Background: an optimization exercise with open tools, aiming at small area. Do not read the settings as production practice.
Function was checked by simulation only, so behaviour that the tests miss may differ from the original.
Power figures rest on the tool's default switching activity, not on a simulated workload.

## T
Design custom_alu_top, start of the top module:
module custom_alu_top(
    input             CLK,
    input      [31:0] RA,
    input      [31:0] RB,
    input      [4:0]  ALU_OP,
    output reg [31:0] Y,
    output reg        C
    );
reg [31:0] ra_q;
reg [31:0] rb_q;
reg [4:0]  op_q;
wire [31:0] y_d;
wire        c_d;
custom_alu CUSTOM_ALU(
.RA(ra_q),
.RB(rb_q),
.ALU_OP(op_q),
.Y(y_d),
.C(c_d)
);
always @(posedge CLK) begin
    ra_q <= RA;
    rb_q <= RB;
    op_q <= ALU_OP;
    Y    <= y_d;
    C    <= c_d;
end
endmodule
Size: ~3,700 cells after synthesis, roughly 100 I/O pins, about 33,000 sq um of cells after synthesis.
Settings: LEC_CHECK=0, CAP_MARGIN=20, CORE_MARGIN=2, CORE_UTILIZATION=40, CTS_CLUSTER_DIAMETER=60, CTS_CLUSTER_SIZE=10, SLEW_MARGIN=20, SYNTH_HIERARCHICAL=1; clock period 75.0 ns.
run.sh (not shown) runs the stock make flow with config.mk's settings and CLKGATE_MAP_FILE= SYNTH_SCRIPT=/design/flow/synth_recipe.tcl, a recipe that flattens the netlist after the stock synthesis.
T completed; timing, DRC and antenna clean
Setup changes, T to P
==> flow/flow/run.sh (new file) <==
#!/bin/bash
# Standard layout, except that the port buffers use the smallest buffer cell
# (sky130_fd_sc_hd__buf_1) instead of the one buffer_ports picks by default,
# and ORFS's power recovery (downsizing cells on paths with slack) runs after
# global routing.
set -e
export BUFFER_PORTS_ARGS="-buffer_cell sky130_fd_sc_hd__buf_1"
export RECOVER_POWER=100
bash standard.sh > standard_sh.log 2>&1
==> flow/standard.sh (new file) <==
#!/bin/bash
# synth_recipe.tcl (not shown) runs the flow's synth.tcl, then flattens the netlist and writes it again
# the make line also repeats each setting of config.mk as NAME=value (left out here)
make -C /OpenROAD-flow-scripts/flow DESIGN_CONFIG=/design/flow/config.mk WORK_HOME=/design/flow/orfs CLKGATE_MAP_FILE= SYNTH_SCRIPT=/design/flow/synth_recipe.tcl "${@:-finish}"
removed: flow/run.sh
Findings:
- P reached the end of the flow, and the finished layout is clean on the timing, DRC and antenna checks.
- Of P and T, P shows the higher number of diodes added for antenna fixing, with T below it.
- Between P and T, the initial antenna violation count is lower for P.
- Summary: with T as the reference, critical path depth in P moved down slightly.
- Proportion of cell area spent on the clock network delta (P -> T): insignificant
- P -> T: post-synthesis cell area delta 0, exact match
- Between T and P, the final-stage net count figures differ only marginally.
- Status: global-route usage over all layers parity (T, P)

custom_alu_top, a different RTL version from the one above (not shown whole).
Size in the first run: ~3900 cells after synthesis, about 100 flip-flops, ~32000 µm² of cells after synthesis.
## custom_alu_top
module custom_alu_top(
    input             CLK,
    input      [31:0] RA,
    input      [31:0] RB,
    input      [4:0]  ALU_OP,
    output reg [31:0] Y,
    output reg        C
    );
reg [31:0] ra_q;
reg [31:0] rb_q;
reg [4:0]  op_q;
wire [31:0] y_d;
wire        c_d;
custom_alu CUSTOM_ALU(
.RA(ra_q),
.RB(rb_q),
.ALU_OP(op_q),
.Y(y_d),
.C(c_d)
);
always @(posedge CLK) begin
    ra_q <= RA;
    rb_q <= RB;
    op_q <= ALU_OP;
    Y    <= y_d;
    C    <= c_d;
end
endmodule
make LEC_CHECK=0 CAP_MARGIN=20 CORE_MARGIN=2 CORE_UTILIZATION=40 CTS_CLUSTER_DIAMETER=60 CTS_CLUSTER_SIZE=10 SETUP_SLACK_MARGIN=-2 SLEW_MARGIN=20 SYNTH_HIERARCHICAL=1 finish   # period 75.0 ns
Stock flow here: none of the scripts above is used.
The first run completed with no timing, DRC or antenna violations.
==> next run, changes <==
- SETUP_SLACK_MARGIN: -2 -> unset
Wire length is higher by 0.87%.
Final cell count is higher by 0.60%.
Total power is about the same.
Hold slack got worse by 13 ps.
==> next run, changes <==
==> flow/flow/run.sh (new file) <==
#!/bin/bash
# Standard layout, except that the port buffers use the smallest buffer cell
# (sky130_fd_sc_hd__buf_1) instead of the one buffer_ports picks by default.
set -e
export BUFFER_PORTS_ARGS="-buffer_cell sky130_fd_sc_hd__buf_1"
bash standard.sh > standard_sh.log 2>&1
==> flow/standard.sh (new file) <==
#!/bin/bash
# synth_recipe.tcl (not shown) runs the flow's synth.tcl, then flattens the netlist and writes it again
# the make line also repeats each setting of config.mk as NAME=value (left out here)
make -C /OpenROAD-flow-scripts/flow DESIGN_CONFIG=/design/flow/config.mk WORK_HOME=/design/flow/orfs CLKGATE_MAP_FILE= SYNTH_SCRIPT=/design/flow/synth_recipe.tcl "${@:-finish}"
removed: flow/run.sh
Result: The changed run ran to the end with no violations. Routed wire length barely changes. Worst setup slack degrades by 120 ps. Non-clock buffer count falls by 13. First-iteration DRC count falls by roughly a tenth. Sequential power is about the same. Cell count falls slightly. Sequential share of layout area rises by 0.13 points. Utilization falls by 1.0 points. Cell area falls by a few percent. Critical path depth falls by 2. Sequential cell count stays the same.
==> next run, changes <==
==> flow/run.sh (new file) <==
#!/bin/bash
# synth_recipe.tcl (not shown) runs the flow's synth.tcl, then flattens the netlist and writes it again
# the make line also repeats each setting of config.mk as NAME=value (left out here)
make -C /OpenROAD-flow-scripts/flow DESIGN_CONFIG=/design/flow/config.mk WORK_HOME=/design/flow/orfs CLKGATE_MAP_FILE= SYNTH_SCRIPT=/design/flow/synth_recipe.tcl finish
- CORE_UTILIZATION: 40 -> 45
- SETUP_SLACK_MARGIN: unset -> -2
removed: flow/flow/run.sh
removed: flow/standard.sh
Effect: The changed run ran to the end with no violations; critical path depth stays the same; routed wire length decreases by 0.87%; die area went down by 11%; global-route usage rises by 3.2 points; non-clock buffer count is lower by 18; setup slack loses 1500 ps; core utilization went up by 5.9 points; clock skew came out higher by 4.9 ps; first-iteration DRC count increases by 11%; clock power rises by about 4%; total power came out higher by 0.96%.

separate check: timing with driven ports:
The results above use ideal ports. As a check the final layouts listed here were re-extracted and re-timed, cells and wires unchanged. Step 1 assumes that a clkbuf_16 drives the clock port and a buf_2 every other input. Step 2 times the ports against the registers' clock, not the clock port: input delays grow and output delays shrink by t, the midpoint of the rising clock arrivals with the driver on. Slacks: ideal / step 1 / step 2; pairs: ideal / step 1.
run | t, ns | setup slack, ns | hold WS [ns] | latest minus earliest clock arrival (ns) | slew at the worst register clock pin (ns)
T | 0.438 | 3.893 / 3.893 / 3.893 | 0.959 / 0.959 / 0.959 | 0.026 / 0.026 | 0.10 / 0.10
P | 0.437 | 4.071 / 4.071 / 4.071 | 0.962 / 0.962 / 0.962 | 0.017 / 0.016 | 0.09 / 0.09
the first run of note 2 | 0.455 | 3.287 / 3.287 / 3.287 | 0.869 / 0.869 / 0.869 | 0.018 / 0.018 | 0.09 / 0.09
the second run of note 2 | 0.455 | 5.158 / 5.158 / 5.158 | 0.856 / 0.856 / 0.856 | 0.017 / 0.017 | 0.09 / 0.09
the third run of note 2 | 0.460 | 5.038 / 5.038 / 5.038 | 0.861 / 0.861 / 0.861 | 0.022 / 0.022 | 0.09 / 0.09
the fourth run of note 2 | 0.465 | 3.495 / 3.494 / 3.494 | 0.878 / 0.878 / 0.878 | 0.027 / 0.026 | 0.10 / 0.10
After both steps setup and hold are still met in every run listed. The setup slack of the fourth run of note 2, which loses most, moves by -0.001 ns with the drivers and by -0.001 ns with both steps.
